Source: an optimization exercise on an open RTL-to-GDS flow (aim: small area and a short achievable clock period). Production flows keep margins and buffers that such runs may drop.
Only simulation tests tie the RTL to the original design; equivalence was not proved.

==> flow/design.v, too long to show whole: its modules and the start of the top module <==
// module filter: 2076 lines
// module wgt: 140 lines
// module absdist: 4 lines
// module wlut: 136 lines
// module divstep: 6 lines
// module fa_cell: 4 lines
// module ha_cell: 4 lines
module filter (clk,rst_n,cl_pixel,act,wr,sw_pixel_1,sw_pixel_2,sw_pixel_3,sw_pixel_4,sw_pixel_5,sw_pixel_6,sw_pixel_7,sw_pixel_8,sw_pixel_9);
  // ...
==> flow/flow/run.sh <==
#!/bin/bash
# Standard ORFS layout (the standard.sh), with the resizer's setup margin raised so that
# repair_timing keeps working on paths well inside the 12 ns clock. The SDC is unchanged.
set -euo pipefail
bash standard.sh SETUP_SLACK_MARGIN=7.8 finish > standard_make.log 2>&1
==> flow/standard.sh <==
#!/bin/bash
# synth_recipe.tcl (not shown) runs the flow's synth.tcl, then flattens the netlist and writes it again
# the make line also repeats each setting of config.mk as NAME=value (left out here)
make -C /OpenROAD-flow-scripts/flow DESIGN_CONFIG=/design/flow/config.mk WORK_HOME=/design/flow/orfs CLKGATE_MAP_FILE= SYNTH_SCRIPT=/design/flow/synth_recipe.tcl "${@:-finish}"
==> flow/config.mk <==
export PLATFORM = sky130hd
export DESIGN_NAME = filter
export DESIGN_NICKNAME = filter
export VERILOG_FILES = /design/flow/design.v
export SDC_FILE = /design/flow/constraint.sdc
export NUM_CORES = 4
export LEC_CHECK = 0
export CAP_MARGIN = 20
export CORE_MARGIN = 2
export CORE_UTILIZATION = 40
export SLEW_MARGIN = 20
export SYNTH_HIERARCHICAL = 1
export SYNTH_MINIMUM_KEEP_SIZE = 0
==> flow/constraint.sdc <==
create_clock -name core_clock -period 12.0 [get_ports {clk}]
set_input_delay 2.4000 -clock core_clock [delete_from_list [all_inputs] [get_ports {clk}]]
set_output_delay 2.4000 -clock core_clock [all_outputs]
set_load 0.01 [all_outputs]
==> flow_summary.yaml, run 1 <==
critical_path:
  cp.required_ns: 12.50
  critPathLaunchType: "register"
  end_kind: "register"
  crit_family: "adder cells"
run_status:
  status: "timing/DRC/antenna clean"
cells_and_area:
  multi_input_area_mm2: 0.0307
  ff_latch_area_mm2: 0.00807
  multi_input_gates: 3177
  nNetsFinal: 5007
  nFillCells: 9006
clock_network:
  cts_resized: 104
  clk_latency_ns: 0.64
  clock_sinks: 396
sta:
  skew_ns: 0.0240
  min_period_over_period_pct: 35.9
routing:
  drt_pre_antenna_iters: 22
  ant_nets: 0
  drt_iter0_markers: 2736
  viasPerCell: 5.64
  post_drt_wl_per_cell_um: 22.2
  wl_met1_um: 50300
worst_hold_path:
  hold_start: "rb0[2]"
placement:
  place.port_buffers: 83
grt:
  antenna_found_initial: 4
==> run 2, diff against run 1 <==
==> flow/run.sh (new file) <==
#!/bin/bash
# synth_recipe.tcl (not shown) runs the flow's synth.tcl, then flattens the netlist and writes it again
# the make line also repeats each setting of config.mk as NAME=value (left out here)
make -C /OpenROAD-flow-scripts/flow DESIGN_CONFIG=/design/flow/config.mk WORK_HOME=/design/flow/orfs CLKGATE_MAP_FILE= SYNTH_SCRIPT=/design/flow/synth_recipe.tcl finish
removed: flow/flow/run.sh
removed: flow/standard.sh
==> run 2 against run 1 <==
Sequential share of layout area increased by 0.61 points. Cell count decreased by 1.9%. Critical endpoint is now w2[3][2]. Highest routed layer is now met5.
==> flow_summary.yaml, run 2 <==
run_status:
  status: "timing/DRC/antenna clean"
clock_network:
  holdBufCountCts: 0
  post-cts-setup-buffers: 0
  cts_buffers: 49
  clkTransAtPathRegs_ns: 0.07
  root_buffer: "clkbuf_16"
  cts_tree: "yes"
  clock_sinks: 396
  clk_latency_ns: 0.65
  cts_resized: 0
  clockBufferDepth: 3
  htree_levels: 2
routing:
  route.vias.total: 29900
  ant_nets: 0
  viasPerCell: 5.64
  wl_met1_um: 49600
  wl_met2_um: 53900
  top_layer: "met5"
  wl_met3_um: 8490
  route.detailed.drc: 0
  drt_pre_antenna_iters: 8
  drt_iter0_markers: 2981
  post_drt_wl_per_cell_um: 22.1
  routed_wl_um: 117000
placement:
  hpwl_um: 91500
  place.port_buffers: 83
  place_ws_ns: 6.91
  routabilityCongestion: 0.980
critical_path:
  crit_path_frequent_cell: "inv_1"
  cp.required_ns: 12.55
  path_class: "register to register"
  end_kind: "register"
  slowest_stage: "dfxtp_1"
  crit_arrival_ns: 5.71
  max_stage_delay_ns: 1.01
  path_cells: "ha_1, inv_1, fa_1, a211oi_2, o21ai_1, a211oi_2, nor2_1, mux2i_2, inv_1, ha_1, inv_1, a221oi_1, o31a_1, a41oi_1, o21ai_0, o21ai_1"
  crit_fanout: 12
  critPathLaunchType: "register"
  path_buf_inv: 3
  crit_family: "compound AO/OA/AOI/OAI gates"
synth:
  postSynthAreaPerCell_um2: 9.98
  synth_fp_nets: 4838
  netlist_area_mm2: 0.0391
  synth_warnings: 13
  syn_inst: 3920
die:
  fp.dieH_um: 317
  io_pins: 84
  core-area_mm2: 0.0969
  die_width_um: 317
  dieArea_mm2: 0.100
  initial_core_util_pct: 40.4
  rows: 114
flow_run:
  cap_violations: 0
sta:
  max_freq_mhz: 194
  slew_violations: 0
  period_needed_ns: 5.15
  setup_slack_ns: 6.85
  slew_headroom_pct: 27.7
  setup_tns_ns: 0
  skew_ns: 0.0290
  min_period_over_period_pct: 43.0
  tightest_slew_ns: 1.08
  rsz0062_at_grt: "no"
  hold_violations: 0
  finalSetupViolCount: 0
cells_and_area:
  largest_reg_flops: 100
  area_growth_pct: 10.0
  multi_input_area_mm2: 0.0298
  final_common_cell: "fa_1"
  ff_latch_area_mm2: 0.00796
  nNetsFinal: 4902
  nFillCells: 9137
  reg_top3: "tsp1: 100 flops, p1: 72 flops, p2: 72 flops"
  drive_gt1_share_pct: 7.18
  final_cell_mix: "fa_1 (552), and2_1 (522), dfxtp_1 (389), ha_1 (291), nand2_1 (224)"
  max_flop_register: "tsp1"
grt:
  grt_overflow: 0
  grt_pass1_wl_um: 181000
  globalRouteTotalUtil_pct: 23.5
  grt_max_degree: 37
  antenna_found_initial: 6
  grt_pass1_vias: 30300
worst_hold_path:
  hold_path.class: "register to register"
-- run 2: cell count changes in the layout (fill, tap and decap cells not counted), sizes merged --
cell,previous run,this run
buf,153,51
clkinvlp,17,4
inv,225,238
bufinv,7,4
clkbuf,62,61
clkinv,9,10
diode,2,3
xor2,57,56
-- run 2: routing by layer --
metal  up-vias  global-route usage (%)
li1      13600                       -
met1     14800                    31.4
met2      1196                    37.9
met3       257                    4.26
met4         4                    9.37
met5         -                       0
-- run 2: path summary, 6_finish.rpt --
| check | from | end | slack (ns) | depth (start not counted) |
|---|---|---|---|---|
| worst max-delay path | p1[4][0] | w2[3][2] | 6.85 | 16 |
| worst min-delay path | ra[2] | dr1[2] | 0.31 | 0 |
| worst max register to register | p1[4][0] | w2[3][2] | 6.85 | 16 |
| worst min register to register | ra[2] | dr1[2] | 0.31 | 0 |
| max in group asynchronous | rst_n | vp[5] | 9.76 | 1 |
| min in group asynchronous | rst_n | vp[6] | 2.03 | 1 |
-- run 2: stage by stage --
step | cells | utilization (%) | hold WS, ns | cell area (um^2)
after global placement | 5209 | 42.7 | 0.310 | 41400
after global routing | 5299 | 44.4 | 0.313 | 43000
final | 5302 | 44.5 | 0.314 | 43100
after CTS | 5299 | 44.4 | 0.311 | 43000
after floorplan | 3920 | - | 0.310 | 39100
after detailed placement | 5209 | 42.7 | 0.312 | 41400
-- run 2: cell type report --
type	instances	share of cell area (%)
repair buffers	134	2.82
well taps	1276	3.71
multi-input cells	3176	69.1
inverters	227	1.98
diodes	3	0.0174
clock buffers	61	3.07
clock inverters	29	0.770
flip-flops and latches	396	18.5

[separate check: timing with driven ports]
In the flow no input, the clock included, has a driving cell. The finished layouts below were timed again as built, in two steps.
Step 1 (the two cells are an assumption about what drives the block):
set clk [get_ports {clk}]
set_driving_cell -lib_cell sky130_fd_sc_hd__clkbuf_16 $clk
set_driving_cell -lib_cell sky130_fd_sc_hd__buf_2 [delete_from_list [all_inputs] $clk]
Step 2 adds t to the input delays and takes it off the output delays; t is the mean of the earliest and latest rising clock arrival at the registers after step 1. Input paths then give back, and output paths get back, about the clock's delay inside the block.
Slacks: no drivers / after step 1 / after step 2; pairs: no drivers / after step 1.
run	t, ns	setup slack, ns	clock arrival spread, ns
run 1	0.688	7.690 / 7.690 / 7.690	0.024 / 0.024
run 2	0.695	6.845 / 6.845 / 6.845	0.033 / 0.034
After both steps setup and hold are still met in every run listed.
